What follows belongs to an exercise in optimizing a design on an open flow for small area; a production flow would make more cautious choices. The RTL was checked by simulation tests, not by an equivalence proof against the original design. Power figures rest on the tool's default switching activity, not on a simulated workload.

==> flow/run.sh <==
#!/bin/bash
# synth_recipe.tcl (not shown) runs the flow's synth.tcl, then flattens the netlist and writes it again
# the make line also repeats each setting of config.mk as NAME=value (left out here)
make -C /OpenROAD-flow-scripts/flow DESIGN_CONFIG=/design/flow/config.mk WORK_HOME=/design/flow/orfs CLKGATE_MAP_FILE= SYNTH_SCRIPT=/design/flow/synth_recipe.tcl finish
==> flow/config.mk <==
export PLATFORM = sky130hd
export DESIGN_NAME = vga_game_top
export DESIGN_NICKNAME = vga_game_top
export VERILOG_FILES = /design/flow/design.v
export SDC_FILE = /design/flow/constraint.sdc
export NUM_CORES = 4
export LEC_CHECK = 0
export CAP_MARGIN = 20
export CORE_MARGIN = 2
export CORE_UTILIZATION = 40
export SLEW_MARGIN = 20
==> flow/constraint.sdc <==
create_clock -name core_clock -period 20.0 [get_ports {clk}]
set_input_delay 4.0000 -clock core_clock [delete_from_list [all_inputs] [get_ports {clk}]]
set_output_delay 4.0000 -clock core_clock [all_outputs]
set_load 0.01 [all_outputs]
==> flow/design.v <==
module vga_timing(
    input             clk_50m,
    input             rst_n,
    output            hsync,
    output            vsync,
    output            valid,
    output reg [10:0] xpos,
    output reg [9:0]  ypos
);
wire x_end = xpos[10] & xpos[6] & xpos[4] & xpos[3] & xpos[1];    
wire y_inc = (xpos == 11'd823);                                    
wire y_end = ypos[9] & ypos[7] & ypos[4] & ypos[3] & ypos[0];     
always @(posedge clk_50m or negedge rst_n) begin
    if(!rst_n) xpos <= 11'd823;
    else if(x_end) xpos <= 11'd0;
    else xpos <= xpos + 11'd1;
end
always @(posedge clk_50m or negedge rst_n) begin
    if(!rst_n) ypos <= 10'd636;
    else if(y_inc) begin
        if(y_end) ypos <= 10'd0;
        else ypos <= ypos + 10'd1;
    end
end
assign hsync = !((xpos >= 11'd824) && (xpos <= 11'd951));
assign vsync = !((ypos >= 10'd637) && (ypos <= 10'd642));
assign valid = (xpos < 11'd800) && (ypos < 10'd600);
endmodule
module game_ctrl(
    input             clk_50m,
    input             rst_n,
    input      [10:0] xpos,
    input      [9:0]  ypos,
    input             valid,
    input      [1:0]  key,      
    output reg [2:0]  hi,       
    output reg        lo,       
    output reg [7:0]  score
);
reg [7:0] spd;
wire move_en = spd[7] & spd[6] & spd[5] & spd[4] & spd[3] & spd[0];
always @(posedge clk_50m or negedge rst_n) begin
    if(!rst_n) spd <= 8'd0;
    else if(move_en) spd <= 8'd0;
    else spd <= spd + 8'd1;
end
reg [15:0] lfsr;
wire feedback = lfsr[15] ^ lfsr[13] ^ lfsr[12] ^ lfsr[10];
always @(posedge clk_50m or negedge rst_n) begin
    if(!rst_n) lfsr <= 16'hACE1;
    else lfsr <= {lfsr[14:0], feedback};
end
reg [7:0] bd;
always @(posedge clk_50m or negedge rst_n) begin
    if(!rst_n) bd <= 8'd90;
    else if(move_en) begin
        if(key == 2'b01) begin
            if(bd != 8'd1) bd <= bd - 8'd1;
        end
        else if(key == 2'b10) begin
            if(bd < 8'd179) bd <= bd + 8'd1;
        end
    end
end
reg [8:0] bx, by;
reg dir_x, dir_y;
wire fall  = by[8] & by[5] & by[3] & by[1];               
wire pad_y = (by >= 9'd288) && (by <= 9'd293);
wire [8:0] rb = bx - {bd, 1'b0};
wire pad_x = (bd != 8'd1) && (rb >= 9'd510 || rb <= 9'd42);
always @(posedge clk_50m or negedge rst_n) begin
    if(!rst_n) begin
        bx <= 9'd200; by <= 9'd150;
        dir_x <= 1'b1; dir_y <= 1'b1;
    end
    else if(move_en) begin
        if(fall) begin
            bx <= 9'd200; by <= 9'd150;
            dir_x <= 1'b1; dir_y <= 1'b1;
        end
        else begin
            bx <= dir_x ? bx + 9'd1 : bx - 9'd1;
            by <= dir_y ? by + 9'd1 : by - 9'd1;
            if(bx <= 9'd3) dir_x <= 1'b1;
            else if(bx >= 9'd397) dir_x <= 1'b0;
            if(pad_y && pad_x) dir_y <= 1'b0;
            else if(by <= 9'd3) dir_y <= 1'b1;
        end
    end
end
reg        p_init;      
reg [15:0] pl;          
reg [2:0]  pv;          
wire ge0 = pl[9:0] >= 10'd700;      
wire lt1 = pl[15:6] < 10'd500;      
wire [9:0] BX = {bx, 1'b0};
wire [9:0] ex0 = BX - pl[9:0];
wire [9:0] ex1 = BX - pl[15:6];
wire [9:0] ex2 = BX - {2'b00, pl[7:0]};
wire [7:0] BY = {by[6:0], 1'b0};
wire by_lo = (by[8:7] == 2'b00);
wire [7:0] ey0 = BY - {2'b00, pl[5:0]};
wire [7:0] ey1 = BY - {2'b00, pl[11:6]};
wire [7:0] ey2 = BY - {2'b00, pl[13:8]};
wire cx0 = p_init ? (bx >= 9'd98 && bx <= 9'd112) :
           ge0 ? (ex0 >= 10'd369 && ex0 <= 10'd399) : (ex0 >= 10'd45 && ex0 <= 10'd75);
wire cx1 = p_init ? (bx >= 9'd198 && bx <= 9'd212) :
           lt1 ? (ex1 >= 10'd245 && ex1 <= 10'd275) : (ex1 >= 10'd569 && ex1 <= 10'd599);
wire cx2 = p_init ? (bx >= 9'd298 && bx <= 9'd312) : (ex2 >= 10'd445 && ex2 <= 10'd475);
wire cyi = (by >= 9'd48 && by <= 9'd62);
wire cy0 = p_init ? cyi : by_lo && (ey0 >= 8'd45 && ey0 <= 8'd75);
wire cy1 = p_init ? cyi : by_lo && (ey1 >= 8'd65 && ey1 <= 8'd95);
wire cy2 = p_init ? cyi : by_lo && (ey2 >= 8'd85 && ey2 <= 8'd115);
wire [2:0] hit = pv & {cx2 & cy2, cx1 & cy1, cx0 & cy0};
always @(posedge clk_50m or negedge rst_n) begin
    if(!rst_n) begin
        score <= 8'd0;
        pv <= 3'b111;
        p_init <= 1'b1;
    end
    else if((move_en && fall) || pv == 3'b000) begin
        if(move_en && fall) score <= 8'd0;
        pv <= 3'b111;
        p_init <= 1'b0;
    end
    else begin
        pv <= pv & ~hit;
        if(|hit) score <= score + 8'd1;
    end
end
always @(posedge clk_50m) begin
    if((move_en && fall) || pv == 3'b000) pl <= lfsr;
end
wire [9:0] X = xpos[9:0];
wire [9:0] Y = ypos;
wire border = (X < 10'd5) || (X >= 10'd795) || (Y < 10'd5) || (Y >= 10'd595);
wire [9:0] u = X - 10'd680;
wire led_area = (Y >= 10'd20) && (Y < 10'd32) && (X >= 10'd680) && (u[3:2] != 2'b11);
wire led_on = score[~u[6:4]];
wire [7:0] dbx = X[9:2] - bd;
wire in_board = (Y >= 10'd580) && (Y <= 10'd590) &&
                ((dbx < 8'd20) || (dbx == 8'd20 && X[1:0] == 2'b00));
wire [8:0] sx = X[9:1] - bx;       
wire [8:0] sy = Y[9:1] - by;
wire near = (sx >= 9'd509 || sx <= 9'd2) && (sy >= 9'd509 || sy <= 9'd2);
reg round;
always @(*) begin
    case({sx[2:0], X[0]})
        4'b1010: round = 0;                          
        4'b1011, 4'b0101:                             
            round = ({sy[2:0], Y[0]} == 4'b0000);
        4'b1100, 4'b0100:                             
            round = ({sy[2:0], Y[0]} >= 4'b1101 || {sy[2:0], Y[0]} <= 4'b0011);
        default:                                      
            round = ({sy[2:0], Y[0]} >= 4'b1100 || {sy[2:0], Y[0]} <= 4'b0100);
    endcase
    if({sy[2:0], Y[0]} == 4'b1010) round = 0;        
    if({sy[2:0], Y[0]} == 4'b1011 || {sy[2:0], Y[0]} == 4'b0101)    
        round = ({sx[2:0], X[0]} == 4'b0000);
end
wire in_ball = near && round;
wire [9:0] fx0 = X - pl[9:0];
wire [9:0] fx1 = X - pl[15:6];
wire [9:0] fx2 = X - {2'b00, pl[7:0]};
wire y_lo = (Y[9:8] == 2'b00);
wire [7:0] fy0 = Y[7:0] - {2'b00, pl[5:0]};
wire [7:0] fy1 = Y[7:0] - {2'b00, pl[11:6]};
wire [7:0] fy2 = Y[7:0] - {2'b00, pl[13:8]};
wire qx0 = p_init ? (X >= 10'd200 && X <= 10'd220) :
           ge0 ? (fx0 >= 10'd374 && fx0 <= 10'd394) : (fx0 >= 10'd50 && fx0 <= 10'd70);
wire qx1 = p_init ? (X >= 10'd400 && X <= 10'd420) :
           lt1 ? (fx1 >= 10'd250 && fx1 <= 10'd270) : (fx1 >= 10'd574 && fx1 <= 10'd594);
wire qx2 = p_init ? (X >= 10'd600 && X <= 10'd620) : (fx2 >= 10'd450 && fx2 <= 10'd470);
wire qyi = (Y >= 10'd100 && Y <= 10'd120);
wire qy0 = p_init ? qyi : y_lo && (fy0 >= 8'd50 && fy0 <= 8'd70);
wire qy1 = p_init ? qyi : y_lo && (fy1 >= 8'd70 && fy1 <= 8'd90);
wire qy2 = p_init ? qyi : y_lo && (fy2 >= 8'd90 && fy2 <= 8'd110);
wire in_point = |(pv & {qx2 & qy2, qx1 & qy1, qx0 & qy0});
always @(posedge clk_50m or negedge rst_n) begin
    if(!rst_n) begin
        hi <= 3'b000; lo <= 1'b0;
    end
    else if(!valid) begin
        hi <= 3'b000; lo <= 1'b0;
    end
    else if(border) begin
        hi <= 3'b111; lo <= 1'b0;
    end
    else if(led_area) begin
        hi <= led_on ? 3'b111 : 3'b000; lo <= !led_on;
    end
    else if(in_board) begin
        hi <= 3'b001; lo <= 1'b0;
    end
    else if(in_ball) begin
        hi <= 3'b100; lo <= 1'b0;
    end
    else if(in_point) begin
        hi <= 3'b010; lo <= 1'b0;
    end
    else begin
        hi <= 3'b000; lo <= 1'b0;
    end
end
endmodule
module vga_game_top(
    input         clk,         
    input         rst_n,       
    input         BTNL,        
    input         BTNR,        
    output        VGA_HS,      
    output        VGA_VS,      
    output [3:0]  VGA_R,       
    output [3:0]  VGA_G,       
    output [3:0]  VGA_B,       
    output [7:0]  LED          
);
wire [1:0] key = {BTNR, BTNL};  
wire [10:0] xpos;
wire [9:0]  ypos;
wire        valid;
wire [2:0]  hi;    
wire        lo;    
wire [7:0]  score;
assign VGA_R = {hi[2], hi[2], hi[2] | lo, hi[2] | lo};
assign VGA_G = {hi[1], hi[1], hi[1] | lo, hi[1] | lo};
assign VGA_B = {hi[0], hi[0], hi[0] | lo, hi[0] | lo};
assign LED = score;
vga_timing u_vga_timing(
    .clk_50m(clk),
    .rst_n(rst_n),
    .hsync(VGA_HS),
    .vsync(VGA_VS),
    .valid(valid),
    .xpos(xpos),
    .ypos(ypos)
);
game_ctrl u_game_ctrl(
    .clk_50m(clk),
    .rst_n(rst_n),
    .xpos(xpos),
    .ypos(ypos),
    .valid(valid),
    .key(key),
    .hi(hi),
    .lo(lo),
    .score(score)
);
endmodule
==> notes.md, run 1 <==
dpl hpwl = 25560 um
Clock Sink Count = 105
Slew Limit Headroom = 23.80%
Initial Util = 40.39%
Max Slew Vio Count = 0
largest net degree at the start of global routing = 53
Seq/Total Area, Yosys = 24.76%
RSZ-0062 raised after global routing = false
yosys warns = 2
CTS tree = done
worst hold slack = 0.3707 ns
Via Count = 10040
Synth Area per Inst = 8.330 um^2
GRT met2 Usage = 36.98%
Cell Pwr Density = 33.16 nW/um^2
global routing's busiest layer = met2
Worst VDD drop = 45.94 uV
worst path required time = 16.00 ns
1st-pass router iterations = 5
core area = 27550 um^2
fmax = 0.1484 GHz
# H-tree levels = 3
post-route minimum period = 6.738 ns
post-synthesis async set-or-reset flop share = 84.76%
initial antenna violation count = 0
mapped cell area = 11130 um^2
#FFs+latches synth = 105
Worst Tran Pin Value = 1.114 ns
via density per instance = 5.855
Max-cap violations = 0
Setup Skew = 0.01196 ns
WL per Instance = 19.46 um
nature of the critical path endpoint = output port
nets = 1472
CP Data Arrival Time = 2.74 ns
# IOs = 26
CTS buffer count = 9
post-cts resize count = 0
Hold WC Path Type = reg -> reg
synth unique cells = 78
# DRC = 0
GRT Total Usage = 23.57%
number of enable flip-flop cells after synthesis = 16
Setup Viol. Count Final = 0
setup TNS = 0 ns
Port Buffers = 25
commonest non-fill, non-tap cells in the layout = 126 x ha_1, 108 x nor2_1, 92 x inv_1, 88 x o21ai_0, 82 x nand2_1
Crit Path Category = reg -> out
CTS Root Cell = clkbuf_16
Clk Latency, worst-skew pair = 0.37 ns
ANT nets after route = 0
Critical Path Source Type = flop
P&R area growth vs syn = 7.521%
hold-fix buffers at CTS = 0
crit-path max FO = 11
gr ovfl total = 0
ratio of cells with drive above 1 in the final layout = 7.186%
met3 Use GR = 2.706%
die area = 29170 um^2
Fillers = 2723
final hold vios = 0
commonest non-fill, non-tap cell in the layout = ha_1
Die H = 170.8 um
Synth Net Count = 1477
GPL Wtd Cong = 0.9440
initial DRC count = 943
Synth Flop Type = dfrtp_1
Post-CTS Setup Repair Bufs = 0
Die X = 170.8 um
num rows = 61
fin crit share = 33.69%
global routing usage on met1 = 32.91%
wire length of the first global-routing pass = 53090 um
outcome = no timing/DRC/antenna violations
Final Instance Area = 11970 um^2
Antenna Cells = 0
vias in the first global route = 9456
CTS Buffer Depth = 2
Placed Instance Area = 11690 um^2
cell count after synthesis = 1336
Pwr Total = 0.3969 mW
final WL = 33360 um
Leakage = 5.318 nW
Worst-path clk slew = 0.07 ns
[area by class of cell]
class	count	area [um^2]	share of cell area (%)
clock inverter	6	48.80	0.4078
clock buffer	10	229.0	1.913
multi-input combinational	1094	7838	65.50
timing repair buffer	29	277.8	2.321
sequential	105	2755	23.02
tap	378	473.0	3.952
inverter	92	345.3	2.886
[synthesized netlist by cell type (12+ instances only)]
| master | n | share of area (%) |
|---|---|---|
| ha_1 | 126 | 14 |
| nor2_1 | 108 | 3.6 |
| inv_1 | 92 | 3.1 |
| o21ai_0 | 88 | 4.0 |
| nand2_1 | 82 | 2.8 |
| a21oi_1 | 80 | 3.6 |
| xnor2_1 | 62 | 4.9 |
| xor2_1 | 57 | 4.5 |
| dfrtp_1 | 51 | 11 |
| nand3_1 | 49 | 2.2 |
| nor3_1 | 46 | 2.1 |
| dfstp_2 | 38 | 9.0 |
| a21o_1 | 34 | 2.3 |
| clkbuf_1 | 33 | 1.1 |
| nor2b_1 | 24 | 1.3 |
| nor4_1 | 18 | 1.0 |
| and3_1 | 17 | 0.96 |
| a31oi_1 | 16 | 0.90 |
| edfxtp_1 | 16 | 4.3 |
| or2_2 | 16 | 0.90 |
| nand2b_1 | 15 | 0.84 |
| nand4_1 | 15 | 0.84 |
| o21a_1 | 13 | 0.88 |
| o211ai_1 | 12 | 0.81 |
[through the flow]
step                util (%)  setup WS [ns]  cells
floorplan                  -          14.36   1336
global placement       42.41          13.79   1698
detailed placement     42.41          13.67   1698
CTS                    43.42          13.27   1714
global route           43.43          13.12   1714
finish                 43.43          13.26   1714
[registers in the layout, summed over array words and instances, names as in the netlist]
| register | cells |
|---|---|
| u_game_ctrl.bd | 8 |
| u_game_ctrl.bx | 9 |
| u_game_ctrl.by | 9 |
| u_game_ctrl.dir_x | 1 |
| u_game_ctrl.dir_y | 1 |
| u_game_ctrl.hi | 3 |
| u_game_ctrl.lfsr | 16 |
| u_game_ctrl.lo | 1 |
| u_game_ctrl.p_init | 1 |
| u_game_ctrl.pl | 16 |
| u_game_ctrl.pv | 3 |
| u_game_ctrl.score | 8 |
| u_game_ctrl.spd | 8 |
| u_vga_timing.xpos | 11 |
| u_vga_timing.ypos | 10 |
[worst max-delay path, cell delays in order, from the launching register on]
cell	delay, ns
dfstp_2	0.69
inv_1	0.18
nor3_1	0.56
a21oi_1	0.15
o211ai_1	0.23
clkdlybuf4s50_1	0.57
[final timing paths]
path | from | end | slack, ns | depth (start not counted)
hold reg to reg | u_game_ctrl.lfsr[5] | u_game_ctrl.lfsr[6] | 0.37 | 0
max in group asynchronous | rst_n | u_game_ctrl.bd[7] | 15.33 | 2
setup reg to reg | u_game_ctrl.pl[1] | u_game_ctrl.score[4] | 15.85 | 11
setup / recovery | u_vga_timing.xpos[2] | VGA_HS | 13.26 | 5
hold / removal | u_game_ctrl.lfsr[5] | u_game_ctrl.lfsr[6] | 0.37 | 0
min in group asynchronous | rst_n | u_vga_timing.ypos[7] | 3.61 | 1
[cells by family after synthesis]
group | Yosys count | synth area share (%)
simple gates | 442 | 20.09
compound gates | 378 | 22.71
buf+inv | 137 | 4.980
fa+ha+maj | 137 | 16.14
xor+xnor | 119 | 9.365
flops | 105 | 24.76
mux | 18 | 1.956
[per-layer routing]
layer	up-vias	part of all wire (%)
li1	4889	-
met1	4765	46
met2	318	44
met3	64	5.4
met4	0	4.0
met5	-	0
[report_power, final]
part | switching, mW | internal (mW) | leakage (nW)
logic | 0.00410 | 0.000881 | 4.00
clock network | 0.0891 | 0.0863 | 0.133
registers | 0 | 0.216 | 1.18
total | 0.0932 | 0.304 | 5.32
==> run 2: changes to the inputs <==
==> flow/flow/run.sh (new file) <==
#!/bin/bash
set -uo pipefail
W=$PWD
F=$W/flow
R=$W/orfs/results/$FLOW_PLATFORM/vga_game_top/base
log() { echo "[run.sh] $*" | tee -a $W/run_sh.log; }

log "standard synthesis"
bash standard.sh synth > $W/std_synth.log 2>&1 || { log "standard synth failed"; exit 1; }
cp $R/1_2_yosys.v $W/std_1_2_yosys.v

# area synthesis in its own work home
sed 's#log_cmd abc {\*}\$abc_args#log_cmd abc -script $::env(MY_ABC_SCRIPT) {*}[lrange $abc_args 2 end] -dont_use sky130_fd_sc_hd__clkinv_* -dont_use sky130_fd_sc_hd__clkinvlp_*#' \
    $FLOW_HOME/scripts/synth.tcl > $W/area_synth_core.tcl
sed "s#source \$::env(SCRIPTS_DIR)/synth.tcl#source $W/area_synth_core.tcl#" synth_recipe.tcl > $W/area_synth.tcl
sed -e "s#WORK_HOME=[^ ]*#WORK_HOME=$W/orfs_area#" -e "s#SYNTH_SCRIPT=[^ ]*#SYNTH_SCRIPT=$W/area_synth.tcl ADDER_MAP_FILE=#" \
    -e '/^if \[\[/,/^fi/d' standard.sh > $W/area.sh
use_area=0
if grep -q MY_ABC_SCRIPT $W/area_synth_core.tcl && grep -q area_synth_core $W/area_synth.tcl; then
  log "area synthesis"
  if MY_ABC_SCRIPT=$F/area.abc bash $W/area.sh synth > $W/area_synth.log 2>&1; then
    A=$W/orfs_area/results/$FLOW_PLATFORM/vga_game_top/base/1_2_yosys.v
    regs() { grep -E '^\s*sky130_fd_sc_hd__[a-z0-9]+_[0-9]+ ' "$1" | grep -E '__(df|edf|sdf|dl)' | sed -E 's/_[0-9]+ / /' | sort; }
    regs $W/std_1_2_yosys.v > $W/regs_std.txt
    regs $A > $W/regs_area.txt
    if [[ -s $W/regs_std.txt ]] && cmp -s $W/regs_std.txt $W/regs_area.txt; then
      use_area=1
    else
      log "register lists differ; keeping the standard netlist"
    fi
  else
    log "area synthesis failed; keeping the standard netlist"
  fi
fi
if [[ $use_area == 1 ]]; then
  log "using the area netlist"
  cp $A $R/1_2_yosys.v
  rm -f $R/1_synth.odb $R/1_synth.sdc
fi
# extra make settings for the layout steps, one per line
extra=()
if [[ -f $F/make_args.txt ]]; then
  while IFS= read -r line; do [[ -n "$line" && "$line" != \#* ]] && extra+=("$line"); done < $F/make_args.txt
fi
log "layout ${extra[*]:-}"
bash standard.sh "${extra[@]}" finish > $W/layout.log 2>&1 || { log "layout failed"; exit 1; }
log "done"
==> flow/flow/area.abc (new file) <==
strash
dc2
&get -n
&deepsyn -T 60
&dch -f
&nf -R 1000
&put
==> flow/flow/make_args.txt (new file) <==
BUFFER_PORTS_ARGS=-buffer_cell sky130_fd_sc_hd__buf_1
CTS_ARGS=-sink_clustering_enable -repair_clock_nets -dont_use_dummy_load -buf_list sky130_fd_sc_hd__clkbuf_4 -root_buf sky130_fd_sc_hd__clkbuf_8
==> flow/standard.sh (new file) <==
#!/bin/bash
# synth_recipe.tcl (not shown) runs the flow's synth.tcl, then flattens the netlist and writes it again
# the make line also repeats each setting of config.mk as NAME=value (left out here)
make -C /OpenROAD-flow-scripts/flow DESIGN_CONFIG=/design/flow/config.mk WORK_HOME=/design/flow/orfs CLKGATE_MAP_FILE= SYNTH_SCRIPT=/design/flow/synth_recipe.tcl "${@:-finish}"
removed: flow/run.sh
==> notes.md, run 2 <==
outcome = no timing/DRC/antenna violations (unchanged)
FF/Latch Area = 2755 um^2 (unchanged)
dpl hpwl = 19360 um (was 25560 um)
multi-input logic area = 5435 um^2 (was 7838 um^2)
Via Count = 8258 (was 10040)
fin crit share = 31.76% (was 33.69%)
final WL = 26500 um (was 33360 um)
combinational share of power = 1.3% (about the same)
sequential share of power = 66.2% (was 54.5%)
commonest non-fill, non-tap cell in the layout = nand2_1 (was ha_1)
# IOs = 26 (unchanged)
CTS tree = done (unchanged)
yosys warns = 2 (unchanged)
Synth Area per Inst = 7.788 um^2 (was 8.330 um^2)
metal3 WL = 1926 um (was 1809 um)
Port Buffers = 25 (unchanged)
Fillers = 2127 (was 2723)
wire length of the first global-routing pass = 42100 um (was 53090 um)
post-cts resize count = 0 (unchanged)
core area = 20430 um^2 (was 27550 um^2)
crit-path max FO = 22 (was 11)
num rows = 52 (was 61)
WL per Instance = 19.23 um (was 19.46 um)
Synth Net Count = 1081 (was 1477)
vias in the first global route = 7808 (was 9456)
Worst-path clk slew = 0.09 ns (was 0.07 ns)
biggest regs = u_game_ctrl.lfsr (16), u_game_ctrl.pl (16), u_vga_timing.xpos (11) (unchanged)
Crit Path Category = reg -> out (unchanged)
Post-CTS Setup Repair Bufs = 0 (unchanged)
P_sw = 0.06969 mW (was 0.09321 mW)
Die X = 148.8 um (was 170.8 um)
P_int = 0.2575 mW (was 0.3037 mW)
ANT nets after route = 0 (unchanged)
wl on met1 = 11640 um (was 15430 um)
Hold WC Path Type = reg -> reg (unchanged)
Clock Sink Count = 105 (unchanged)
P&R area growth vs syn = 6.638% (was 7.521%)
CTS Buffer Depth = 2 (unchanged)
Initial Util = 41.06% (was 40.39%)
Max Slew Vio Count = 0 (unchanged)
mapped cell area = 8388 um^2 (was 11130 um^2)
initial DRC count = 671 (was 943)
# H-tree levels = 3 (unchanged)
Setup Viol. Count Final = 0 (unchanged)
Die H = 148.8 um (was 170.8 um)
CP Data Arrival Time = 2.35 ns (was 2.74 ns)
CTS Root Cell = clkbuf_8 (was clkbuf_16)
Max-cap violations = 0 (unchanged)
nature of the critical path endpoint = output port (unchanged)
gr ovfl total = 0 (unchanged)
Leakage = 3.321 nW (was 5.318 nW)
Layout Utilization = 43.78% (was 43.43%)
metal2 WL = 11950 um (was 14770 um)
cell count after synthesis = 1077 (was 1336)
worst path required time = 16.00 ns (about the same)
Setup Skew = 0.02027 ns (was 0.01196 ns)
Worst VDD drop = 21.94 uV (was 45.94 uV)
Slew Limit Headroom = 35.83% (was 23.80%)
die area = 22140 um^2 (was 29170 um^2)
GPL Wtd Cong = 0.9615 (was 0.9440)
RSZ-0062 raised after global routing = false (unchanged)
Critical Path Source Type = flop (unchanged)
1st-pass router iterations = 7 (was 5)
final hold vios = 0 (unchanged)
via density per instance = 5.993 (was 5.855)
largest net degree at the start of global routing = 61 (was 53)
# DRC = 0 (unchanged)
Clk Latency, worst-skew pair = 0.39 ns (was 0.37 ns)
Worst Tran Pin Value = 0.9601 ns (was 1.114 ns)
nets = 1114 (was 1472)
CTS buffer count = 9 (unchanged)
commonest non-fill, non-tap cells in the layout = 125 x nand2_1, 114 x nor2_1, 106 x a21oi_1, 88 x o21ai_0, 73 x xnor2_1 (was 126 x ha_1, 108 x nor2_1, 92 x inv_1, 88 x o21ai_0, 82 x nand2_1)
Antenna Cells = 0 (unchanged)
GRT Total Usage = 24.52% (was 23.57%)
setup TNS = 0 ns (unchanged)
post-route minimum period = 6.353 ns (was 6.738 ns)
Sw Share = 21.30% (was 23.49%)
Clk network pwr share = 32.5% (was 44.2%)
hold-fix buffers at CTS = 0 (unchanged)
ratio of cells with drive above 1 in the final layout = 4.783% (was 7.186%)
Cell Pwr Density = 36.58 nW/um^2 (was 33.16 nW/um^2)
highest routed layer = met4 (unchanged)
fmax = 0.1574 GHz (was 0.1484 GHz)
initial antenna violation count = 0 (unchanged)
==> run 2: worst paths after layout <==
check	start	cells after the start	slack, ns	to
setup / recovery	u_vga_timing.xpos[4]	5	13.65	VGA_HS
hold / removal	u_game_ctrl.lfsr[5]	0	0.37	u_game_ctrl.lfsr[6]
setup reg to reg	u_game_ctrl.bx[2]	20	14.94	u_game_ctrl.score[7]
hold reg to reg	u_game_ctrl.lfsr[5]	0	0.37	u_game_ctrl.lfsr[6]
max in group asynchronous	rst_n	2	15.31	u_game_ctrl.bx[5]
min in group asynchronous	rst_n	1	3.58	u_vga_timing.xpos[10]
==> run 2: power groups by stage <==
stage	combinational (mW)	sequential, mW	clock (mW)
floorplan	0.000288	0.221	0
global placement	0.00475	0.220	0
detailed placement	0.00469	0.220	0
CTS	0.00470	0.216	0.111
global route	0.00519	0.217	0.121
finish	0.00432	0.216	0.106
==> run 2: final cells by class <==
| type | count | share of cell area [%] |
|---|---|---|
| sequential | 105 | 30.80 |
| inverter | 46 | 1.930 |
| clock buffer | 9 | 1.385 |
| multi-input combinational | 920 | 60.76 |
| tap | 270 | 3.777 |
| timing repair buffer | 28 | 1.343 |
==> run 2: per-layer routing <==
layer	global-route usage, %	vias up
met3	4.862	63
met1	33.06	3888
met2	38.56	326
met5	0	-
met4	10.38	0
li1	-	3981
==> run 2: critical path, cell delays in order (launching register included) <==
cell and delay, ns:
dfstp_2 0.80, and2_0 0.38, a21oi_1 0.16, xnor2_1 0.16, or3_1 0.33, buf_1 0.14
==> run 2: through the flow <==
| stage | hold slack [ns] | cell area (um^2) | setup slack [ns] | cells | total power, mW |
|---|---|---|---|---|---|
| floorplan | 0.3494 | 8388 | 14.45 | 1077 | 0.2208 |
| global placement | 0.3549 | 8815 | 14.11 | 1369 | 0.2252 |
| detailed placement | 0.3574 | 8820 | 14.10 | 1369 | 0.2252 |
| CTS | 0.3729 | 8944 | 13.65 | 1378 | 0.3317 |
| global route | 0.3793 | 8945 | 13.49 | 1378 | 0.3424 |
| finish | 0.3699 | 8945 | 13.65 | 1378 | 0.3272 |
==> run 3: changes to the inputs <==
==> flow/flow/make_args.txt (replaced) <==
BUFFER_PORTS_ARGS=-buffer_cell sky130_fd_sc_hd__buf_1
CTS_ARGS=-sink_clustering_enable -repair_clock_nets -dont_use_dummy_load -buf_list sky130_fd_sc_hd__clkbuf_8 -root_buf sky130_fd_sc_hd__clkbuf_8 -sink_clustering_size 30 -sink_clustering_max_diameter 100
==> notes.md, run 3 <==
post-route minimum period = 6.353 ns (unchanged)
nets = 1114 (unchanged)
CTS tree = done (unchanged)
core area = 20430 um^2 (unchanged)
P_sw = 0.06969 mW (unchanged)
vias in the first global route = 7808 (unchanged)
Worst Tran Pin Value = 0.9601 ns (unchanged)
# H-tree levels = 3 (unchanged)
metal2 WL = 11950 um (unchanged)
biggest regs = u_game_ctrl.lfsr (16), u_game_ctrl.pl (16), u_vga_timing.xpos (11) (unchanged)
commonest non-fill, non-tap cell in the layout = nand2_1 (unchanged)
Worst-path clk slew = 0.09 ns (about the same)
nature of the critical path endpoint = output port (unchanged)
CP Data Arrival Time = 2.35 ns (about the same)
combinational share of power = 1.3% (about the same)
Sw Share = 21.30% (unchanged)
post-cts resize count = 0 (unchanged)
Crit Path Category = reg -> out (unchanged)
final hold vios = 0 (unchanged)
Critical Path Source Type = flop (unchanged)
Hold WC Path Type = reg -> reg (unchanged)
P&R area growth vs syn = 6.638% (unchanged)
outcome = no timing/DRC/antenna violations (unchanged)
CTS Buffer Depth = 2 (unchanged)
Die H = 148.8 um (unchanged)
Max-cap violations = 0 (unchanged)
metal3 WL = 1926 um (unchanged)
1st-pass router iterations = 7 (unchanged)
# IOs = 26 (unchanged)
crit-path max FO = 22 (unchanged)
Antenna Cells = 0 (unchanged)
CTS buffer count = 9 (unchanged)
Clk network pwr share = 32.5% (about the same)
cell count after synthesis = 1077 (unchanged)
Synth Area per Inst = 7.788 um^2 (unchanged)
sequential share of power = 66.2% (about the same)
final WL = 26500 um (unchanged)
initial antenna violation count = 0 (unchanged)
yosys warns = 2 (unchanged)
Post-CTS Setup Repair Bufs = 0 (unchanged)
fin crit share = 31.76% (unchanged)
wl on met1 = 11640 um (unchanged)
highest routed layer = met4 (unchanged)
GRT Total Usage = 24.52% (unchanged)
gr ovfl total = 0 (unchanged)
setup TNS = 0 ns (unchanged)
worst path required time = 16.00 ns (about the same)
dpl hpwl = 19360 um (unchanged)
Slew Limit Headroom = 35.83% (unchanged)
GPL Wtd Cong = 0.9615 (unchanged)
fmax = 0.1574 GHz (unchanged)
CTS Root Cell = clkbuf_8 (unchanged)
Cell Pwr Density = 36.58 nW/um^2 (unchanged)
ANT nets after route = 0 (unchanged)
Setup Viol. Count Final = 0 (unchanged)
Clock Sink Count = 105 (unchanged)
Placed Instance Area = 8820 um^2 (unchanged)
hold-fix buffers at CTS = 0 (unchanged)
# DRC = 0 (unchanged)
Synth Net Count = 1081 (unchanged)
via density per instance = 5.993 (unchanged)
Final Instance Area = 8945 um^2 (unchanged)
RSZ-0062 raised after global routing = false (unchanged)
WL per Instance = 19.23 um (unchanged)
Via Count = 8258 (unchanged)
ratio of cells with drive above 1 in the final layout = 4.783% (unchanged)
Port Buffers = 25 (unchanged)
Die X = 148.8 um (unchanged)
initial DRC count = 671 (unchanged)
Leakage = 3.321 nW (unchanged)
Setup Skew = 0.02027 ns (unchanged)
mapped cell area = 8388 um^2 (unchanged)
largest net degree at the start of global routing = 61 (unchanged)
Initial Util = 41.06% (unchanged)
wire length of the first global-routing pass = 42100 um (unchanged)
Max Slew Vio Count = 0 (unchanged)
P_int = 0.2575 mW (unchanged)
num rows = 52 (unchanged)
commonest non-fill, non-tap cells in the layout = 125 x nand2_1, 114 x nor2_1, 106 x a21oi_1, 88 x o21ai_0, 73 x xnor2_1 (unchanged)
Clk Latency, worst-skew pair = 0.39 ns (about the same)
die area = 22140 um^2 (unchanged)
Worst VDD drop = 21.94 uV (unchanged)
-- run 3: worst max-delay path, stage by stage (launching register included) --
cell     delay (ns)
dfstp_2        0.80
and2_0         0.38
a21oi_1        0.16
xnor2_1        0.16
or3_1          0.33
buf_1          0.14
-- run 3: final timing paths --
path | slack, ns | start | depth (start not counted) | end
min in group asynchronous | 3.58 | rst_n | 1 | u_vga_timing.xpos[10]
min reg2reg | 0.37 | u_game_ctrl.lfsr[5] | 0 | u_game_ctrl.lfsr[6]
max in group asynchronous | 15.31 | rst_n | 2 | u_game_ctrl.bx[5]
max reg2reg | 14.94 | u_game_ctrl.bx[2] | 20 | u_game_ctrl.score[7]
min | 0.37 | u_game_ctrl.lfsr[5] | 0 | u_game_ctrl.lfsr[6]
max | 13.65 | u_vga_timing.xpos[4] | 5 | VGA_HS
-- run 3: power by group through the flow --
| stage | logic [mW] | registers [mW] | clock network, mW |
|---|---|---|---|
| 2_1_floorplan | 0.000288 | 0.221 | 0 |
| 3_3_place_gp | 0.00475 | 0.220 | 0 |
| 3_5_place_dp | 0.00469 | 0.220 | 0 |
| 4_1_cts | 0.00470 | 0.216 | 0.111 |
| 5_1_grt | 0.00519 | 0.217 | 0.121 |
| 6_report | 0.00432 | 0.216 | 0.106 |
-- run 3: through the flow --
step / util, % / cells / setup WS [ns] / power, mW / hold slack (ns)
6_report: 43.78 / 1378 / 13.65 / 0.3272 / 0.3699
5_1_grt: 43.78 / 1378 / 13.49 / 0.3424 / 0.3793
2_1_floorplan: - / 1077 / 14.45 / 0.2208 / 0.3494
4_1_cts: 43.78 / 1378 / 13.65 / 0.3317 / 0.3729
3_5_place_dp: 43.17 / 1369 / 14.10 / 0.2252 / 0.3574
3_3_place_gp: 43.15 / 1369 / 14.11 / 0.2252 / 0.3549
-- run 3: routing by layer --
| metal | global-route usage (%) | vias up |
|---|---|---|
| li1 | - | 3981 |
| met1 | 33.06 | 3888 |
| met2 | 38.56 | 326 |
| met3 | 4.862 | 63 |
| met4 | 10.38 | 0 |
| met5 | 0 | - |
-- run 3: layout make-up --
| type | count | area, um^2 |
|---|---|---|
| repair buffers | 28 | 120.1 |
| fillers | 2127 | 11480 |
| well taps | 270 | 337.8 |
| clock buffers | 9 | 123.9 |
| multi-input cells | 920 | 5435 |
| inverters | 46 | 172.7 |
| flip-flops and latches | 105 | 2755 |
==> run 4: changes to the inputs <==
==> flow/flow/make_args.txt (replaced) <==
BUFFER_PORTS_ARGS=-buffer_cell sky130_fd_sc_hd__buf_1
CTS_ARGS=-sink_clustering_enable -repair_clock_nets -dont_use_dummy_load -buf_list sky130_fd_sc_hd__clkbuf_16 -root_buf sky130_fd_sc_hd__clkbuf_16 -sink_clustering_size 100 -sink_clustering_max_diameter 500
==> notes.md, run 4 <==
Die X = 148.8 um (unchanged)
sequential share of power = 58.4% (was 66.2%)
CTS tree = done (unchanged)
Max Slew Vio Count = 0 (unchanged)
cell count after synthesis = 1077 (unchanged)
# IOs = 26 (unchanged)
outcome = no timing/DRC/antenna violations (unchanged)
Leakage = 3.368 nW (was 3.321 nW)
WL per Instance = 19.25 um (was 19.23 um)
final WL = 26530 um (was 26500 um)
gr ovfl total = 0 (unchanged)
commonest non-fill, non-tap cell in the layout = nand2_1 (unchanged)
# DRC = 0 (unchanged)
Initial Util = 41.06% (unchanged)
Worst-path clk slew = 0.06 ns (was 0.09 ns)
Slew Limit Headroom = 22.36% (was 35.83%)
Cell Pwr Density = 41.03 nW/um^2 (was 36.58 nW/um^2)
Clk network pwr share = 40.4% (was 32.5%)
RSZ-0062 raised after global routing = false (unchanged)
vias in the first global route = 7827 (was 7808)
largest net degree at the start of global routing = 61 (unchanged)
CTS Root Cell = clkbuf_16 (was clkbuf_8)
CP Data Arrival Time = 2.32 ns (was 2.35 ns)
Clock Sink Count = 105 (unchanged)
# H-tree levels = 3 (unchanged)
Port Buffers = 25 (unchanged)
Setup Viol. Count Final = 0 (unchanged)
ANT nets after route = 0 (unchanged)
Via Count = 8247 (was 8258)
hold-fix buffers at CTS = 0 (unchanged)
initial DRC count = 657 (was 671)
Max-cap violations = 0 (unchanged)
die area = 22140 um^2 (unchanged)
GPL Wtd Cong = 0.9615 (unchanged)
via density per instance = 5.985 (was 5.993)
crit-path max FO = 22 (unchanged)
nets = 1114 (unchanged)
1st-pass router iterations = 5 (was 7)
Critical Path Source Type = flop (unchanged)
P_int = 0.2966 mW (was 0.2575 mW)
Die H = 148.8 um (unchanged)
P&R area growth vs syn = 7.831% (was 6.638%)
Hold WC Path Type = reg -> reg (unchanged)
max incr delay on CP = 0.80 ns (about the same)
CP Buf/Inv Count = 1 (unchanged)
initial antenna violation count = 1 (was 0)
WP depth = 5 (unchanged)
nature of the critical path endpoint = output port (unchanged)
Worst Tran Pin Value = 1.135 ns (was 0.9601 ns)
CTS buffer count = 9 (unchanged)
final hold vios = 0 (unchanged)
Crit Path Category = reg -> out (unchanged)
commonest non-fill, non-tap cells in the layout = 125 x nand2_1, 114 x nor2_1, 106 x a21oi_1, 88 x o21ai_0, 73 x xnor2_1 (unchanged)
worst path required time = 16.00 ns (about the same)
Sw Share = 20.07% (was 21.30%)
post-route minimum period = 6.321 ns (was 6.353 ns)
R2R depth = 20 (unchanged)
biggest regs = u_game_ctrl.lfsr (16), u_game_ctrl.pl (16), u_vga_timing.xpos (11) (unchanged)
mapped cell area = 8388 um^2 (unchanged)
Post-CTS Setup Repair Bufs = 0 (unchanged)
CP top delay family = flip-flops (unchanged)
P_sw = 0.07447 mW (was 0.06969 mW)
setup TNS = 0 ns (unchanged)
Pwr Total = 0.3711 mW (was 0.3272 mW)
Synth Net Count = 1081 (unchanged)
GRT Total Usage = 24.50% (was 24.52%)
worst path cell trace = and2_0 -> a21oi_1 -> xnor2_1 -> or3_1 -> buf_1 (unchanged)
fmax = 0.1582 GHz (was 0.1574 GHz)
Clk Latency, worst-skew pair = 0.36 ns (was 0.39 ns)
ratio of cells with drive above 1 in the final layout = 4.783% (unchanged)
Setup Skew = 0.01275 ns (was 0.02027 ns)
wire length of the first global-routing pass = 42090 um (was 42100 um)
slowest cell on the critical path = dfstp_2 (unchanged)
post-cts resize count = 0 (unchanged)
WHS Path Cells = 0 (unchanged)
core area = 20430 um^2 (unchanged)
combinational share of power = 1.2% (was 1.3%)
Antenna Cells = 0 (unchanged)
Worst VDD drop = 31.47 uV (was 21.94 uV)
dpl hpwl = 19360 um (unchanged)
CTS Buffer Depth = 2 (unchanged)
num rows = 52 (unchanged)
worst hold slack = 0.3669 ns (was 0.3699 ns)
Synth Area per Inst = 7.788 um^2 (unchanged)
fin crit share = 31.61% (was 31.76%)
yosys warns = 2 (unchanged)
==> run 4: path summary, 6_finish.rpt <==
path / to / startpoint / slack [ns]
worst max-delay path: VGA_HS / u_vga_timing.xpos[4] / 13.68
worst max register to register: u_game_ctrl.score[7] / u_game_ctrl.bx[2] / 14.92
max in group asynchronous: u_game_ctrl.bx[5] / rst_n / 15.26
worst min register to register: u_game_ctrl.lfsr[6] / u_game_ctrl.lfsr[5] / 0.37
min in group asynchronous: u_vga_timing.ypos[8] / rst_n / 3.62
worst min-delay path: u_game_ctrl.lfsr[6] / u_game_ctrl.lfsr[5] / 0.37
==> run 4: layer usage <==
layer  up-vias  global-route usage, %  routed length [um]
met5         -                      0                   0
met4         0                  10.05                1002
met3        58                  5.076                1868
met2       292                  38.82               11930
met1      3910                  32.77               11730
li1       3987                      -                   -
==> run 4: final cells by class <==
cell class	instances	area, um^2
Inverter	46	172.7
Tap cell	270	337.8
Multi-Input combinational cell	920	5434
Fill cell	2110	11380
Clock buffer	9	225.2
Sequential cell	105	2755
Timing Repair Buffer	28	120.1
==> run 4: stage by stage <==
step	util, %	instance area [um^2]	std cells	setup slack, ns
after floorplan	-	8388	1077	14.45
after global placement	43.15	8815	1369	14.11
after detailed placement	43.17	8820	1369	14.10
after CTS	44.27	9045	1378	13.70
after global routing	44.27	9045	1378	13.55
final	44.27	9045	1378	13.68
==> run 4: power by group through the flow <==
stage                     clock (mW)  sequential [mW]  combinational, mW
after floorplan                    0            0.221           0.000288
after global placement             0            0.220            0.00475
after detailed placement           0            0.220            0.00469
after CTS                      0.154            0.217            0.00470
after global routing           0.163            0.217            0.00519
final                          0.150            0.217            0.00435
==> run 5: changes to the inputs <==
--- a/flow/flow/run.sh
+++ b/flow/flow/run.sh
@@ -37,11 +37,6 @@
   cp $A $R/1_2_yosys.v
   rm -f $R/1_synth.odb $R/1_synth.sdc
 fi
-# extra make settings for the layout steps, one per line
-extra=()
-if [[ -f $F/make_args.txt ]]; then
-  while IFS= read -r line; do [[ -n "$line" && "$line" != \#* ]] && extra+=("$line"); done < $F/make_args.txt
-fi
-log "layout ${extra[*]:-}"
-bash standard.sh "${extra[@]}" finish > $W/layout.log 2>&1 || { log "layout failed"; exit 1; }
+log "layout"
+bash standard.sh > $W/layout.log 2>&1 || { log "layout failed"; exit 1; }
 log "done"
removed: flow/flow/make_args.txt
==> notes.md, run 5 <==
Max-cap violations = 0 (unchanged)
worst path required time = 16.00 ns (about the same)
Initial Util = 41.06% (unchanged)
Critical Path Source Type = flop (unchanged)
nature of the critical path endpoint = output port (unchanged)
gr ovfl total = 0 (unchanged)
Die X = 148.8 um (unchanged)
Worst Tran Pin Value = 0.9861 ns (was 1.135 ns)
Setup Skew = 0.01225 ns (was 0.01275 ns)
FF/Latch Area = 2755 um^2 (unchanged)
nets = 1115 (was 1114)
core area = 20430 um^2 (unchanged)
Leakage = 3.473 nW (was 3.368 nW)
GPL Wtd Cong = 0.9886 (was 0.9615)
Hold WC Path Type = reg -> reg (unchanged)
Worst-path clk slew = 0.07 ns (was 0.06 ns)
1st-pass router iterations = 9 (was 5)
Cell Pwr Density = 42.80 nW/um^2 (was 41.03 nW/um^2)
yosys warns = 2 (unchanged)
Worst VDD drop = 43.15 uV (was 31.47 uV)
Port Buffers = 25 (unchanged)
final WL = 26660 um (was 26530 um)
Antenna Cells = 0 (unchanged)
global routing's busiest layer = met2 (unchanged)
CTS tree = done (unchanged)
commonest non-fill, non-tap cells in the layout = 125 x nand2_1, 114 x nor2_1, 106 x a21oi_1, 88 x o21ai_0, 73 x xnor2_1 (unchanged)
post-route minimum period = 6.612 ns (was 6.321 ns)
fin crit share = 33.06% (was 31.61%)
Die H = 148.8 um (unchanged)
wire length of the first global-routing pass = 42350 um (was 42090 um)
Max Slew Vio Count = 0 (unchanged)
post-cts resize count = 0 (unchanged)
fmax = 0.1512 GHz (was 0.1582 GHz)
RSZ-0062 raised after global routing = false (unchanged)
biggest regs = u_game_ctrl.lfsr (16), u_game_ctrl.pl (16), u_vga_timing.xpos (11) (unchanged)
commonest non-fill, non-tap cell in the layout = nand2_1 (unchanged)
initial DRC count = 791 (was 657)
dpl hpwl = 19620 um (was 19360 um)
WL per Instance = 19.24 um (was 19.25 um)
hold path start = u_game_ctrl.lfsr[5] (unchanged)
Clk Latency, worst-skew pair = 0.36 ns (about the same)
Layout Utilization = 45.32% (was 44.27%)
hold-fix buffers at CTS = 0 (unchanged)
Crit Path Category = reg -> out (unchanged)
crit path from = u_vga_timing.xpos[4] (unchanged)
outcome = no timing/DRC/antenna violations (unchanged)
ANT nets after route = 0 (unchanged)
met3 Use GR = 3.425% (was 5.076%)
GRT Total Usage = 24.63% (was 24.50%)
vias in the first global route = 7693 (was 7827)
# H-tree levels = 3 (unchanged)
initial antenna violation count = 0 (was 1)
P&R area growth vs syn = 10.38% (was 7.831%)
cell count after synthesis = 1077 (unchanged)
CTS buffer count = 9 (unchanged)
multi-input logic area = 5429 um^2 (was 5434 um^2)
CTS Root Cell = clkbuf_16 (unchanged)
Via Count = 8376 (was 8247)
mapped cell area = 8388 um^2 (unchanged)
CP Data Arrival Time = 2.61 ns (was 2.32 ns)
R2R Path Start = u_game_ctrl.bx[2] (unchanged)
Synth Net Count = 1081 (unchanged)
num rows = 52 (unchanged)
Slew Limit Headroom = 32.56% (was 22.36%)
# DRC = 0 (unchanged)
largest net degree at the start of global routing = 53 (was 61)
CTS Buffer Depth = 2 (unchanged)
setup TNS = 0 ns (unchanged)
Setup Viol. Count Final = 0 (unchanged)
die area = 22140 um^2 (unchanged)
global routing usage on met1 = 34.18% (was 32.77%)
ratio of cells with drive above 1 in the final layout = 5.287% (was 4.783%)
crit-path max FO = 22 (unchanged)
final hold vios = 0 (unchanged)
Post-CTS Setup Repair Bufs = 0 (unchanged)
Fillers = 2081 (was 2110)
Clock Sink Count = 105 (unchanged)
Synth Area per Inst = 7.788 um^2 (unchanged)
# IOs = 26 (unchanged)
via density per instance = 6.043 (was 5.985)
GRT met2 Usage = 38.47% (was 38.82%)
-- run 5: routing by layer --
metal / up-vias / part of all wire (%) / wire length, um
met5: - / 0 / 0
met1: 3984 / 44 / 11730
met4: 0 / 4.2 / 1132
met3: 65 / 7.1 / 1900
li1: 3999 / - / -
met2: 328 / 45 / 11900
-- run 5: final cells by class --
type / instances / share of cell area [%]
Multi-Input combinational cell: 920 / 58.64
Sequential cell: 105 / 29.76
Clock buffer: 11 / 2.622
Inverter: 46 / 1.865
Timing Repair Buffer: 29 / 3.000
Tap cell: 270 / 3.649
Clock inverter: 5 / 0.4730
-- run 5: per-stage QoR --
step	worst slack [ns]	power, mW	area [um^2]	hold slack (ns)	instances
floorplan	14.45	0.2208	8388	0.3494	1077
global placement	13.77	0.2255	8972	0.3566	1370
detailed placement	13.78	0.2254	8972	0.3569	1370
CTS	13.39	0.4004	9259	0.3733	1386
global route	13.27	0.4094	9259	0.3836	1386
finish	13.39	0.3963	9259	0.3731	1386
-- run 5: power breakdown --
group	internal (mW)	leakage, nW	switching (mW)
Sequential	0.216	1.18	0
Clock	0.0904	0.142	0.0848
Combinational	0.000765	2.15	0.00386
-- run 5: critical path, cell delays in order, from the launching register on --
cell and delay, ns:
dfstp_2 0.76, and2_0 0.38, a21oi_1 0.16, xnor2_1 0.16
or3_1 0.32, clkdlybuf4s50_1 0.49
-- run 5: path summary, 6_finish.rpt --
kind / end / slack, ns / cells past startpoint
max in group asynchronous: u_game_ctrl.bx[1] / 15.34 / 2
hold reg to reg: u_game_ctrl.lfsr[6] / 0.37 / 0
min in group asynchronous: u_vga_timing.ypos[8] / 3.60 / 1
setup / recovery: VGA_HS / 13.39 / 5
setup reg to reg: u_game_ctrl.score[7] / 14.91 / 20
hold / removal: u_game_ctrl.lfsr[6] / 0.37 / 0
==> run 6: changes to the inputs <==
--- a/flow/design.v
+++ b/flow/design.v
@@ -33,8 +33,7 @@
     input      [9:0]  ypos,
     input             valid,
     input      [1:0]  key,      
-    output reg [2:0]  hi,       
-    output reg        lo,       
+    output reg [2:0]  pix,      
     output reg [7:0]  score
 );
 reg [7:0] spd;
@@ -66,8 +65,8 @@
 reg dir_x, dir_y;
 wire fall  = by[8] & by[5] & by[3] & by[1];               
 wire pad_y = (by >= 9'd288) && (by <= 9'd293);
-wire [8:0] rb = bx - {bd, 1'b0};
-wire pad_x = (bd != 8'd1) && (rb >= 9'd510 || rb <= 9'd42);
+wire [7:0] rb = bd - bx[8:1];
+wire pad_x = (bd != 8'd1) && (rb <= 8'd1 || rb >= (bx[0] ? 8'd236 : 8'd235));
 always @(posedge clk_50m or negedge rst_n) begin
     if(!rst_n) begin
         bx <= 9'd200; by <= 9'd150;
@@ -177,30 +176,14 @@
 wire qy2 = p_init ? qyi : y_lo && (fy2 >= 8'd90 && fy2 <= 8'd110);
 wire in_point = |(pv & {qx2 & qy2, qx1 & qy1, qx0 & qy0});
 always @(posedge clk_50m or negedge rst_n) begin
-    if(!rst_n) begin
-        hi <= 3'b000; lo <= 1'b0;
-    end
-    else if(!valid) begin
-        hi <= 3'b000; lo <= 1'b0;
-    end
-    else if(border) begin
-        hi <= 3'b111; lo <= 1'b0;
-    end
-    else if(led_area) begin
-        hi <= led_on ? 3'b111 : 3'b000; lo <= !led_on;
-    end
-    else if(in_board) begin
-        hi <= 3'b001; lo <= 1'b0;
-    end
-    else if(in_ball) begin
-        hi <= 3'b100; lo <= 1'b0;
-    end
-    else if(in_point) begin
-        hi <= 3'b010; lo <= 1'b0;
-    end
-    else begin
-        hi <= 3'b000; lo <= 1'b0;
-    end
+    if(!rst_n) pix <= 3'b000;
+    else if(!valid) pix <= 3'b000;
+    else if(border) pix <= 3'b111;
+    else if(led_area) pix <= led_on ? 3'b111 : 3'b011;
+    else if(in_board) pix <= 3'b001;
+    else if(in_ball) pix <= 3'b100;
+    else if(in_point) pix <= 3'b010;
+    else pix <= 3'b000;
 end
 endmodule
 module vga_game_top(
@@ -219,12 +202,16 @@
 wire [10:0] xpos;
 wire [9:0]  ypos;
 wire        valid;
-wire [2:0]  hi;    
-wire        lo;    
+wire [2:0]  pix;   
 wire [7:0]  score;
-assign VGA_R = {hi[2], hi[2], hi[2] | lo, hi[2] | lo};
-assign VGA_G = {hi[1], hi[1], hi[1] | lo, hi[1] | lo};
-assign VGA_B = {hi[0], hi[0], hi[0] | lo, hi[0] | lo};
+wire grey = ~pix[2] & pix[1] & pix[0];
+wire r_hi = pix[2];
+wire g_hi = pix[1] & ~grey;
+wire b_hi = pix[0] & ~grey;
+wire r_lo = pix[2] | grey;
+assign VGA_R = {r_hi, r_hi, r_lo, r_lo};
+assign VGA_G = {g_hi, g_hi, pix[1], pix[1]};
+assign VGA_B = {b_hi, b_hi, pix[0], pix[0]};
 assign LED = score;
 vga_timing u_vga_timing(
     .clk_50m(clk),
@@ -242,8 +229,7 @@
     .ypos(ypos),
     .valid(valid),
     .key(key),
-    .hi(hi),
-    .lo(lo),
+    .pix(pix),
     .score(score)
 );
 endmodule
==> flow/flow/run.sh (replaced) <==
#!/bin/bash
set -uo pipefail
W=$PWD
F=$W/flow
R=$W/orfs/results/$FLOW_PLATFORM/vga_game_top/base
log() { echo "[run.sh] $*" | tee -a $W/run_sh.log; }

log "standard synthesis"
bash standard.sh synth > $W/std_synth.log 2>&1 || { log "standard synth failed"; exit 1; }
cp $R/1_2_yosys.v $W/std_1_2_yosys.v

regs() { grep -E '^\s*sky130_fd_sc_hd__[a-z0-9]+_[0-9]+ ' "$1" | grep -E '__(df|edf|sdf|dl)' | sed -E 's/_[0-9]+ / /' | sort; }
regs $W/std_1_2_yosys.v > $W/regs_std.txt

sed 's#log_cmd abc {\*}\$abc_args#log_cmd abc -script $::env(MY_ABC_SCRIPT) {*}[lrange $abc_args 2 end] -dont_use sky130_fd_sc_hd__clkinv_* -dont_use sky130_fd_sc_hd__clkinvlp_*#' \
    $FLOW_HOME/scripts/synth.tcl > $W/area_synth_core.tcl
sed "s#source \$::env(SCRIPTS_DIR)/synth.tcl#source $W/area_synth_core.tcl#" synth_recipe.tcl > $W/area_synth.tcl
best=""; best_area=""
if grep -q MY_ABC_SCRIPT $W/area_synth_core.tcl && grep -q area_synth_core $W/area_synth.tcl; then
  pids=()
  for s in $F/s*.abc; do
    n=$(basename $s .abc)
    sed -e "s#WORK_HOME=[^ ]*#WORK_HOME=$W/orfs_$n#" -e "s#SYNTH_SCRIPT=[^ ]*#SYNTH_SCRIPT=$W/area_synth.tcl ADDER_MAP_FILE=#" \
        -e '/^if \[\[/,/^fi/d' standard.sh > $W/area_$n.sh
    log "area synthesis $n"
    MY_ABC_SCRIPT=$s bash $W/area_$n.sh synth > $W/area_synth_$n.log 2>&1 &
    pids+=($!)
  done
  for p in "${pids[@]}"; do wait $p; done
  for s in $F/s*.abc; do
    n=$(basename $s .abc)
    A=$W/orfs_$n/results/$FLOW_PLATFORM/vga_game_top/base/1_2_yosys.v
    S=$W/orfs_$n/reports/$FLOW_PLATFORM/vga_game_top/base/synth_stat.txt
    [[ -s $A && -s $S ]] || { log "$n: no netlist"; continue; }
    regs $A > $W/regs_$n.txt
    if [[ -s $W/regs_std.txt ]] && cmp -s $W/regs_std.txt $W/regs_$n.txt; then
      a=$(awk '/Chip area/ {print $NF}' $S)
      log "$n: area $a"
      if [[ -n "$a" ]] && { [[ -z "$best_area" ]] || awk -v a=$a -v b=$best_area 'BEGIN{exit !(a<b)}'; }; then
        best=$A; best_area=$a
      fi
    else
      log "$n: register lists differ; not used"
    fi
  done
fi
if [[ -n "$best" ]]; then
  log "using $best ($best_area)"
  cp $best $R/1_2_yosys.v
  rm -f $R/1_synth.odb $R/1_synth.sdc
else
  log "using the standard netlist"
fi
# extra make settings for the layout steps, one per line
extra=()
if [[ -f $F/make_args.txt ]]; then
  while IFS= read -r line; do [[ -n "$line" && "$line" != \#* ]] && extra+=("$line"); done < $F/make_args.txt
fi
log "layout ${extra[*]:-}"
bash standard.sh "${extra[@]}" finish > $W/layout.log 2>&1 || { log "layout failed"; exit 1; }
log "done"
==> flow/flow/make_args.txt (new file) <==
BUFFER_PORTS_ARGS=-buffer_cell sky130_fd_sc_hd__buf_1
CTS_ARGS=-sink_clustering_enable -repair_clock_nets -dont_use_dummy_load -buf_list sky130_fd_sc_hd__clkbuf_8 -root_buf sky130_fd_sc_hd__clkbuf_16
==> flow/flow/s1.abc (new file) <==
strash
dc2
&get -n
&deepsyn -T 60
&put
strash
dch
amap
topo
==> flow/flow/s2.abc (new file) <==
strash
dc2
&get -n
&deepsyn -T 60
&put
strash
dch -f
amap -m
topo
==> flow/flow/s3.abc (new file) <==
strash
dc2
&get -n
&deepsyn -T 60
&put
strash
dch -f
amap
topo
==> flow/flow/s4.abc (new file) <==
strash
dc2
&get -n
&deepsyn -T 60
&dch -f
&nf -R 1000
&put
removed: flow/flow/area.abc
==> notes.md, run 6 <==
CTS buffer count = 9 (unchanged)
num rows = 52 (unchanged)
nature of the critical path endpoint = output port (unchanged)
CTS Root Cell = clkbuf_16 (unchanged)
ANT nets after route = 0 (unchanged)
Worst VDD drop = 45.98 uV (was 43.15 uV)
worst path required time = 16.00 ns (about the same)
Max-cap violations = 0 (unchanged)
Cell Pwr Density = 43.17 nW/um^2 (was 42.80 nW/um^2)
Pwr Total = 0.3780 mW (was 0.3963 mW)
fin crit share = 32.00% (was 33.06%)
initial DRC count = 1023 (was 791)
cell count after synthesis = 1173 (was 1077)
largest net degree at the start of global routing = 50 (was 53)
Via Count = 9118 (was 8376)
Clock Sink Count = 104 (was 105)
PnR worst setup slack = 13.60 ns (was 13.39 ns)
Initial Util = 40.39% (was 41.06%)
hold-fix buffers at CTS = 0 (unchanged)
# H-tree levels = 3 (unchanged)
biggest regs = u_game_ctrl.lfsr (16), u_game_ctrl.pl (16), u_vga_timing.xpos (11) (unchanged)
vias in the first global route = 8552 (was 7693)
Antenna Cells = 0 (unchanged)
Crit Path Category = reg -> out (unchanged)
Synth Net Count = 1177 (was 1081)
P&R area growth vs syn = 7.843% (was 10.38%)
# DRC = 0 (unchanged)
Critical Path Source Type = flop (unchanged)
wire length of the first global-routing pass = 48360 um (was 42350 um)
Port Buffers = 25 (unchanged)
commonest non-fill, non-tap cells in the layout = 281 x nor2_1, 146 x inv_1, 118 x o21ai_0, 101 x nand2_1, 79 x a21oi_1 (was 125 x nand2_1, 114 x nor2_1, 106 x a21oi_1, 88 x o21ai_0, 73 x xnor2_1)
R2R depth = 23 (was 20)
Clk Latency, worst-skew pair = 0.36 ns (about the same)
RSZ-0062 raised after global routing = false (unchanged)
initial antenna violation count = 0 (unchanged)
final hold vios = 0 (unchanged)
via density per instance = 6.190 (was 6.043)
post-cts resize count = 0 (unchanged)
final WL = 31240 um (was 26660 um)
Leakage = 3.612 nW (was 3.473 nW)
crit-path max FO = 11 (was 22)
Max Slew Vio Count = 0 (unchanged)
setup TNS = 0 ns (unchanged)
nets = 1209 (was 1115)
post-route minimum period = 6.399 ns (was 6.612 ns)
Hold WC Path Type = reg -> reg (unchanged)
1st-pass router iterations = 7 (was 9)
Setup Viol. Count Final = 0 (unchanged)
Worst-path clk slew = 0.06 ns (was 0.07 ns)
CP Data Arrival Time = 2.40 ns (was 2.61 ns)
GPL Wtd Cong = 0.9631 (was 0.9886)
Setup Skew = 0.02485 ns (was 0.01225 ns)
Synth Area per Inst = 6.923 um^2 (was 7.788 um^2)
commonest non-fill, non-tap cell in the layout = nor2_1 (was nand2_1)
# IOs = 26 (unchanged)
Die X = 146.5 um (was 148.8 um)
die area = 21460 um^2 (was 22140 um^2)
WHS Path Cells = 0 (unchanged)
Fillers = 2114 (was 2081)
CTS Buffer Depth = 2 (unchanged)
dpl hpwl = 23670 um (was 19620 um)
WL per Instance = 21.21 um (was 19.24 um)
Die H = 146.5 um (was 148.8 um)
Worst Tran Pin Value = 0.9267 ns (was 0.9861 ns)
worst slack at placement = 14.02 ns (was 13.78 ns)
outcome = no timing/DRC/antenna violations (unchanged)
Post-CTS Setup Repair Bufs = 0 (unchanged)
mapped cell area = 8120 um^2 (was 8388 um^2)
GRT Total Usage = 29.06% (was 24.63%)
CTS tree = done (unchanged)
core area = 20100 um^2 (was 20430 um^2)
yosys warns = 2 (unchanged)
gr ovfl total = 0 (unchanged)
fmax = 0.1563 GHz (was 0.1512 GHz)
Slew Limit Headroom = 37.71% (was 32.56%)
ratio of cells with drive above 1 in the final layout = 4.489% (was 5.287%)
==> run 6: worst paths after layout <==
check / start / endpoint / slack [ns]
min reg2reg: u_game_ctrl.lfsr[5] / u_game_ctrl.lfsr[6] / 0.37
max in group asynchronous: rst_n / u_vga_timing.xpos[7] / 15.25
max reg2reg: u_game_ctrl.bx[0] / u_game_ctrl.score[7] / 15.10
max: u_vga_timing.xpos[3] / VGA_HS / 13.60
min: u_game_ctrl.lfsr[5] / u_game_ctrl.lfsr[6] / 0.37
min in group asynchronous: rst_n / u_game_ctrl.spd[3] / 3.63
==> run 6: area by class of cell <==
class	instances	area [um^2]	area share (%)
timing repair buffer	30	135.1	1.543
clock buffer	9	225.2	2.572
multi-input combinational	914	4781	54.59
sequential	104	2730	31.18
inverter	146	548.0	6.258
tap	270	337.8	3.858
==> run 6: worst max-delay path, stage by stage (launching register included) <==
cell and delay, ns:
dfrtp_1 0.59, inv_1 0.28, nor2_1 0.31, inv_1 0.16
nor2_1 0.17, nor2_1 0.09, a21oi_1 0.16, o21ai_0 0.13
buf_1 0.17
==> run 6: per-layer routing <==
metal	GRT usage (%)	vias to the layer above	wire, um	part of all wire [%]
met5	0	-	0	0
met4	13.59	0	1528	4.9
met3	5.281	85	2776	8.9
met2	43.28	468	13270	42
met1	40.93	4249	13670	44
li1	-	4316	-	-
==> run 6: per-stage QoR <==
step,util [%],cells,area [um^2],hold WS [ns]
global placement,42.44,1464,8532,0.3570
floorplan,-,1173,8120,0.3494
detailed placement,42.44,1464,8532,0.3565
CTS,43.56,1473,8757,0.3696
global route,43.56,1473,8757,0.3750
finish,43.56,1473,8757,0.3677
==> run 6: power by group <==
group	internal [mW]	switching (mW)
sequential	0.215	0
clock	0.0799	0.0791
combinational	0.000489	0.00400

==> port drivers added, routing unchanged <==
How much do the figures lean on ideal ports? The routed layouts below were timed once more, with nothing changed but the port constraints. Step 1 assumes that a clkbuf_16 drives the clock port and a buf_2 every other input. Step 2 moves the port delays by t, midway between the first and last clock arrival at a register: inputs arrive t later, outputs are due t later. That takes back most of the time a late clock gives input paths. Slacks: ideal / step 1 / step 2; pairs: ideal / step 1.
run	t, ns	setup WS [ns]	slew at the worst register clock pin (ns)
run 1	0.410	13.262 / 13.212 / 13.622	0.08 / 0.08
run 2	0.421	13.647 / 13.608 / 14.029	0.10 / 0.10
run 3	0.421	13.647 / 13.608 / 14.029	0.10 / 0.10
run 4	0.392	13.679 / 13.635 / 14.026	0.07 / 0.07
run 5	0.394	13.388 / 13.344 / 13.737	0.08 / 0.08
run 6	0.399	13.601 / 13.553 / 13.953	0.08 / 0.08
After both steps setup and hold are still met in every run listed.
